From an optimization exercise on the open Yosys and OpenROAD flow, aimed at small area; shortcuts taken in it are not production practice.
At most, simulation tests tie the RTL to the original design; equivalence was not proved.
No driver is modelled on the clock port, so clocking that relies on it looks cheaper here than on a real chip.
Power is estimated from default activity; no workload was simulated.

==> flow/design.v (excerpt) <==
module apb_logi (input pclk,
                 input reset_n,
                 input [31:0] paddress,
                 input pwrite,
                 input pselx,
                 input penable,
                 input [31:0] pwdata,
                 output reg pslverr,
                 output reg pready,
                 output [31:0] prdata
                 );
clock: 5.0 ns
lec_check: 0
cap_margin: 20
core_margin: 2
core_utilization: 40
slew_margin: 20
standard.sh (not shown) runs the stock make flow with config.mk's settings and CLKGATE_MAP_FILE= SYNTH_SCRIPT=/design/flow/synth_recipe.tcl, a recipe that flattens the netlist after the stock synthesis.
==> flow/flow/run.sh <==
#!/bin/bash
# Standard ORFS layout, except:
#  - synthesis is the standard synthesis with an area-oriented ABC script
#    (flow/abc_area.script) for the combinational logic; registers are untouched;
#  - the ports are buffered with the smallest buffer;
#  - the clock tree is built by flow/clock_tree.tcl instead of ORFS's CTS step.
set -euo pipefail
W=$PWD
cat > $W/area_synth.tcl <<EOT
puts "area_synth: ABC script $W/flow/abc_area.script"
proc abc {args} {
  set i [lsearch \$args -script]
  set args [lreplace \$args \$i [expr {\$i+1}] -script $W/flow/abc_area.script]
  yosys abc {*}\$args
}
source $W/synth_recipe.tcl
EOT
export BUFFER_PORTS_ARGS="-buffer_cell sky130_fd_sc_hd__buf_1"
bash standard.sh SYNTH_SCRIPT=$W/area_synth.tcl place > standard_place.log 2>&1
export RESULTS=$W/orfs/results/sky130hd/apb_logi/base
export CLK_LEAVES=4 CLK_LEAF_BUF=sky130_fd_sc_hd__buf_16 CLK_ROOTS=0 CLK_ROOT_BUF=sky130_fd_sc_hd__buf_8
export CLK_LEAF_SIZES="sky130_fd_sc_hd__buf_16 sky130_fd_sc_hd__buf_12 sky130_fd_sc_hd__buf_8 sky130_fd_sc_hd__buf_6 sky130_fd_sc_hd__buf_4" CLK_SLEW_TARGET=0.115
export CELL_PAD=0
openroad -no_init -exit $W/flow/clock_tree.tcl > clock_tree.log 2>&1
cp $RESULTS/3_place.sdc $RESULTS/4_cts.sdc
bash standard.sh SYNTH_SCRIPT=$W/area_synth.tcl finish > standard_finish.log 2>&1
==> flow/flow/abc_area.script <==
strash
&get -n
&st
&syn2
&dch -f
&nf -a
&st
&dch -f
&nf -a
&put
buffer -c
topo
Other scripts of this flow, unchanged in this note and not shown: flow/flow/clock_tree.tcl
Rerun with:
==> flow/flow/abc_area.script (replaced) <==
strash
&get -n
&st
&syn2
&dch -f
&nf -a
&st
&dch -f
&nf -a
&put
topo
Routed wire length falls by 2.2%.
Non-clock buffer count rises by 2.
Setup slack improves by 0.16 ns.
First-iteration DRC count went up by 25%.
Via count came out higher by 1.3%.
Clock skew fell by 0.011 ns.
Power falls by 0.88%.
Area after synthesis decreases by 3.8%.
No run of this note included a check of the RTL's function; only the layout flow was run.

* * *

## alpha
Another version of the RTL of apb_logi (not shown whole).
Size: ~220 cells after synthesis, ~100 I/O pins, roughly 3600 um^2 of cells after synthesis.
## apb_logi
module apb_logi (input pclk,
                 input reset_n,
                 input [31:0] paddress,
                 input pwrite,
                 input pselx,
                 input penable,
                 input [31:0] pwdata,
                 output reg pslverr,
                 output reg pready,
                 output [31:0] prdata
                 );
Settings: LEC_CHECK=0, CAP_MARGIN=20, CORE_MARGIN=2, CORE_UTILIZATION=40, PLACE_DENSITY=0.9, SLEW_MARGIN=20; clock period 5.0 ns.
==> flow/flow/run.sh <==
#!/bin/bash
# Standard ORFS layout, except:
#  - synthesis is the standard synthesis with an area-oriented ABC script
#    (flow/abc_area.script) for the combinational logic; registers are untouched;
#  - the ports are buffered with the smallest buffer;
#  - no dummy loads in the clock tree.
set -euo pipefail
W=$PWD
cat > $W/area_synth.tcl <<EOT
puts "area_synth: ABC script $W/flow/abc_area.script"
proc abc {args} {
  set i [lsearch \$args -script]
  set args [lreplace \$args \$i [expr {\$i+1}] -script $W/flow/abc_area.script]
  yosys abc {*}\$args
}
source $W/synth_recipe.tcl
EOT
export BUFFER_PORTS_ARGS="-buffer_cell sky130_fd_sc_hd__buf_1"
export CTS_ARGS="-sink_clustering_enable -repair_clock_nets -dont_use_dummy_load"
bash standard.sh SYNTH_SCRIPT=$W/area_synth.tcl finish > standard.log 2>&1
==> flow/flow/abc_area.script <==
strash
&get -n
&st
&syn2
&dch -f
&nf -a
&st
&dch -f
&nf -a
&put
topo
alpha completed; timing, DRC and antenna clean
Input-level comparison between beta and alpha:
diff --git a/flow/config.mk b/flow/config.mk
--- a/flow/config.mk
+++ b/flow/config.mk
@@ -10,2 +10,2 @@
-export CORE_UTILIZATION = 40
-export PLACE_DENSITY = 0.9
+export CORE_UTILIZATION = 65
+export PLACE_DENSITY = 0.85
==> comparison <==
Measured against each other, beta and alpha differ in area growth from synthesis to layout, the higher figure coming from alpha. The higher switching power came out of alpha. On register share of the cell area: between beta and alpha, it ends up higher for beta. Comparing alpha against beta, there is no change at all in synthesized area. Compared with alpha, beta shows total power that has gone down slightly. First-pass GRT wire length went down by more than 10% going from alpha to beta. Instance area after placement on beta is down relative to alpha. [compare] base=alpha new=beta: effective utilization at floorplan shows an increase of 25 points; register-to-register slack climbed 0.30 ns; global-route usage rose 7.1 points.
What gamma does differently from beta at the input level:
diff --git a/flow/config.mk b/flow/config.mk
--- a/flow/config.mk
+++ b/flow/config.mk
@@ -10,2 +10 @@
-export CORE_UTILIZATION = 65
-export PLACE_DENSITY = 0.85
+export CORE_UTILIZATION = 40
### Flow results
Delta(wire length on met2, gamma - beta) < 0
Global-route usage down 8.1 points in gamma wrt beta
On gamma: detail-routed net length per standard cell is 4.6% lower than what beta gave.
| share of the final layout cell area in sequential cells | higher: beta |
Of beta and gamma, the run reporting the higher final hold slack was beta.

* * *

The RTL this note starts from:
==> flow/design.v <==
module apb_logi (input pclk,
                 input reset_n,
                 input [31:0] paddress,
                 input pwrite,
                 input pselx,
                 input penable,
                 input [31:0] pwdata,
                 output reg pslverr,
                 output reg pready,
                 output [31:0] prdata
                 );
reg        en1;
reg [2:0]  code1;
reg [31:0] wd1;
reg [31:0] rw;
reg [31:0] wo;
reg        zrw, zwo;
reg        srw, swo, saa;
wire adr_ok = ~|{paddress[31:4], paddress[1:0]};
wire refused = (paddress[3] & ~paddress[2] & ~pwrite) |
               (paddress[3] &  paddress[2] &  pwrite);
wire valid = pselx & adr_ok & ~refused;
wire [2:0] code = valid ? {paddress[3:2], pwrite} : 3'b100;
wire first = penable & pselx & ~en1;
wire match = valid & (code1 == code) & (pwdata == wd1);
wire ok = first & match;
always @(posedge pclk) begin
   en1   <= penable;
   code1 <= code;
   wd1   <= pwdata;
   pready  <= reset_n & first;
   pslverr <= reset_n & first & ~match;
   srw <= ok & (code == 3'b010) & ~zrw;
   swo <= ok & (code == 3'b000) & ~zwo;
   saa <= ok & (code == 3'b110);
   if (ok & (code == 3'b011))
      rw <= pwdata;
   if (ok & (code == 3'b101))
      wo <= pwdata;
   if (~reset_n) begin
      zrw <= 1'b1;
      zwo <= 1'b1;
   end else begin
      if (ok & (code == 3'b011))
         zrw <= 1'b0;
      if (ok & (code == 3'b101))
         zwo <= 1'b0;
   end
end
assign prdata = ({32{srw}} & rw) | ({32{swo}} & wo) | ({32{saa}} & 32'h000000AA);
endmodule
export LEC_CHECK = 0
export CAP_MARGIN = 0
export CORE_MARGIN = 2
export CORE_UTILIZATION = 40
export SLEW_MARGIN = 0
create_clock -name core_clock -period 5.0 [get_ports {pclk}]
==> flow/flow/run.sh <==
#!/bin/bash
set -euo pipefail
export BUFFER_PORTS_ARGS="-buffer_cell sky130_fd_sc_hd__buf_1"
export CTS_ARGS="-sink_clustering_enable -repair_clock_nets -dont_use_dummy_load -buf_list sky130_fd_sc_hd__clkbuf_8 -sink_clustering_size 40 -sink_clustering_max_diameter 150"
bash standard.sh > standard.log 2>&1
Then changed:
==> flow/run.sh (new file) <==
#!/bin/bash
# synth_recipe.tcl (not shown) runs the flow's synth.tcl, then flattens the netlist and writes it again
# the make line also repeats each setting of config.mk as NAME=value (left out here)
make -C /OpenROAD-flow-scripts/flow DESIGN_CONFIG=/design/flow/config.mk WORK_HOME=/design/flow/orfs CLKGATE_MAP_FILE= SYNTH_SCRIPT=/design/flow/synth_recipe.tcl finish
Settings changed: CAP_MARGIN 0 to 20, SLEW_MARGIN 0 to 20.
removed: flow/flow/run.sh
removed: flow/standard.sh
Result:
- fmax drops by roughly a tenth
- utilization went up by 8.0 points
- worst setup slack gets worse by 0.41 ns
- die area does not change
- final cell count climbs slightly
- via count is higher slightly
- cell area climbs by about a fifth
- total power is higher by roughly a tenth
- combinational power came out higher by well over a third
Then changed:
==> flow/flow/run.sh (new file) <==
#!/bin/bash
# Standard ORFS layout, with the smallest buffer on the ports and no dummy
# loads in the clock tree.
set -euo pipefail
export BUFFER_PORTS_ARGS="-buffer_cell sky130_fd_sc_hd__buf_1"
export CTS_ARGS="-sink_clustering_enable -repair_clock_nets -dont_use_dummy_load"
bash standard.sh > standard.log 2>&1
==> flow/standard.sh (new file) <==
#!/bin/bash
# synth_recipe.tcl (not shown) runs the flow's synth.tcl, then flattens the netlist and writes it again
# the make line also repeats each setting of config.mk as NAME=value (left out here)
make -C /OpenROAD-flow-scripts/flow DESIGN_CONFIG=/design/flow/config.mk WORK_HOME=/design/flow/orfs CLKGATE_MAP_FILE= SYNTH_SCRIPT=/design/flow/synth_recipe.tcl "${@:-finish}"
removed: flow/run.sh
Utilization shrinks by 8.0 points.
First-iteration DRC count grows by well over a third.
Wire length shrinks slightly.
Non-clock buffer count is unchanged.
Via count shrinks slightly.
Count of clock-buffer cells in the layout shrinks by 3.
Worst hold slack improved by 0.012 ns.
Synthesized cell count stays the same.
Worst setup slack improved by 0.41 ns.
Critical path depth does not change.
Design area shrinks by about a fifth.

* * *

== run 1 ==
Another version of the RTL of apb_logi (not shown whole).
Size: ~220 cells after synthesis, about 100 flip-flops, roughly 100 I/O pins.
clock: 5.0 ns
lec_check: 0
cap_margin: 20
core_margin: 2
core_utilization: 40
place_density: 0.95
slew_margin: 20
==> flow/flow/run.sh <==
#!/bin/bash
# Standard ORFS layout, except:
#  - synthesis is the standard synthesis with an area-oriented ABC script
#    (flow/abc_area.script) for the combinational logic; registers are untouched;
#  - the ports are buffered with the smallest buffer;
#  - the clock tree is built by flow/clock_tree.tcl instead of ORFS's CTS step.
set -euo pipefail
W=$PWD
cat > $W/area_synth.tcl <<EOT
puts "area_synth: ABC script $W/flow/abc_area.script"
proc abc {args} {
  set i [lsearch \$args -script]
  set args [lreplace \$args \$i [expr {\$i+1}] -script $W/flow/abc_area.script]
  yosys abc {*}\$args
}
source $W/synth_recipe.tcl
EOT
export BUFFER_PORTS_ARGS="-buffer_cell sky130_fd_sc_hd__buf_1"
bash standard.sh SYNTH_SCRIPT=$W/area_synth.tcl place > standard_place.log 2>&1
export RESULTS=$W/orfs/results/sky130hd/apb_logi/base
export CLK_LEAVES=4 CLK_LEAF_BUF=sky130_fd_sc_hd__buf_16 CLK_ROOTS=0 CLK_ROOT_BUF=sky130_fd_sc_hd__buf_8
export CLK_LEAF_SIZES="sky130_fd_sc_hd__buf_16 sky130_fd_sc_hd__buf_12 sky130_fd_sc_hd__buf_8 sky130_fd_sc_hd__buf_6 sky130_fd_sc_hd__buf_4" CLK_SLEW_TARGET=0.115
export CELL_PAD=0
openroad -no_init -exit $W/flow/clock_tree.tcl > clock_tree.log 2>&1
cp $RESULTS/3_place.sdc $RESULTS/4_cts.sdc
bash standard.sh SYNTH_SCRIPT=$W/area_synth.tcl finish > standard_finish.log 2>&1
Scripts as last shown in full above: flow/flow/abc_area.script
Other scripts of this flow, unchanged in this note and not shown: flow/flow/clock_tree.tcl
The flow did not stop early for run 1: all stages ran, and the layout cleared the timing, design-rule and antenna checks.
--- input diff run 1..run 2 ---
Settings: PLACE_DENSITY no longer set, was 0.95.
==> flow/flow/abc_area.script <==
strash
&get -n
&st
&dc2
&dch -f
&nf -a -F 20 -A 20 -E 100
&put
topo
- Half-perimeter wire length after detailed placement (run 2 / run 1): 0.925
- Run 2 vs run 1: switching power down
- Compared run 2 against run 1; multi-input logic portion of the cell area within noise.
- Final critical delay including setup and external delays: run 2 vs run 1 up 0.22 ns
- Of run 1 and run 2, run 1 shows the lower final-layout fill cell count, with run 2 above it.
- On detailed-route wire length, the higher figure sits with run 1, not run 2.
- Cmp run 2 vs run 1: cell area higher in run 2
diff inputs: run 2 => run 3
Settings: a change of CORE_UTILIZATION from 40 to 60; an added PLACE_DENSITY of 0.85.
==> flow/flow/abc_area.script <==
strash
&get -n
&st
&syn2
&dch -f
&nf -a
&st
&dch -f
&nf -a
&put
topo
Results
HPWL after detailed placement, run 3 and run 2: lower on run 2. In the metrics for run 3 and run 2, the one carrying the lower floorplan die area is run 3. Of run 3 and run 2, the higher power consumed by the clock network belongs to run 3. In run 3 relative to run 2, cell-internal power had gone up slightly. The endpoint of the most critical setup path comes out wo[23]$_DFFE_PP_ in one run and rw[20]$_DFFE_PP_ in the other, namely in run 3 and run 2 respectively. Taking run 2 as the reference, in run 3 required time at the endpoint of the critical path -0.02 ns, sequential area share after synthesis -0.16 points.
Setup changes, run 3 to run 4
Settings: swapping 60 for 40 in CORE_UTILIZATION; clearing PLACE_DENSITY, which used to be 0.85.
## What came out
Area added between synthesis and finish (lower): run 3
Final-layout non-clock buffer area share essentially unchanged between run 4 and run 3.
Looking at height of the die, run 4 sits 21% higher than run 3 does.
Minimum clock period after layout essentially unchanged between run 4 and run 3.
Combinational group share of total power in run 4 vs run 3: down 0.2 points
For run 3 and run 4, there was not a single run that failed to finish clean.

==> static timing again, ports no longer ideal <==
Ports are ideal in the flow. The routed layouts listed here were re-timed in OpenROAD.
Step 1 (the two cells are an assumption about what drives the block):
set clk [get_ports {pclk}]
set_driving_cell -lib_cell sky130_fd_sc_hd__clkbuf_16 $clk
set_driving_cell -lib_cell sky130_fd_sc_hd__buf_2 [delete_from_list [all_inputs] $clk]
Step 2 moves the port delays by t, midway between the first and last clock arrival at a register: inputs arrive t later, outputs are due t later. That takes back most of the time a late clock gives input paths.
a / b / c = no drivers / after step 1 / after step 2; a / b = the first two.
run | shift t [ns] | setup slack, ns | worst setup path at the end | slew at the worst register clock pin (ns)
the first run of note 1 | 0.221 | 1.397 / 1.467 / 1.246 | input to register | 0.11 / 0.11
the second run of note 1 | 0.220 | 1.554 / 1.620 / 1.400 | input to register | 0.11 / 0.11
alpha | 0.381 | 1.298 / 1.294 / 0.914 | input to register | 0.11 / 0.11
beta | 0.373 | 1.690 / 1.695 / 1.321 | input to register | 0.10 / 0.10
gamma | 0.373 | 1.692 / 1.695 / 1.322 | input to register | 0.10 / 0.10
the first run of note 3 | 0.373 | 1.951 / 1.953 / 1.579 | input to register | 0.11 / 0.11
the second run of note 3 | 0.379 | 1.541 / 1.545 / 1.167 | input to register | 0.10 / 0.10
the third run of note 3 | 0.373 | 1.951 / 1.953 / 1.579 | input to register | 0.11 / 0.11
run 1 | 0.211 | 1.142 / 1.196 / 0.986 | input to register | 0.11 / 0.11
run 2 | 0.212 | 0.917 / 0.979 / 0.767 | input to register | 0.11 / 0.11
run 3 | 0.209 | 1.237 / 1.291 / 1.082 | input to register | 0.10 / 0.10
run 4 | 0.216 | 1.237 / 1.284 / 1.068 | input to register | 0.11 / 0.11
After both steps setup and hold are still met in every run listed. For alpha, which loses most, drivers alone change the setup slack by -0.004 ns; drivers and shift together by -0.384 ns.
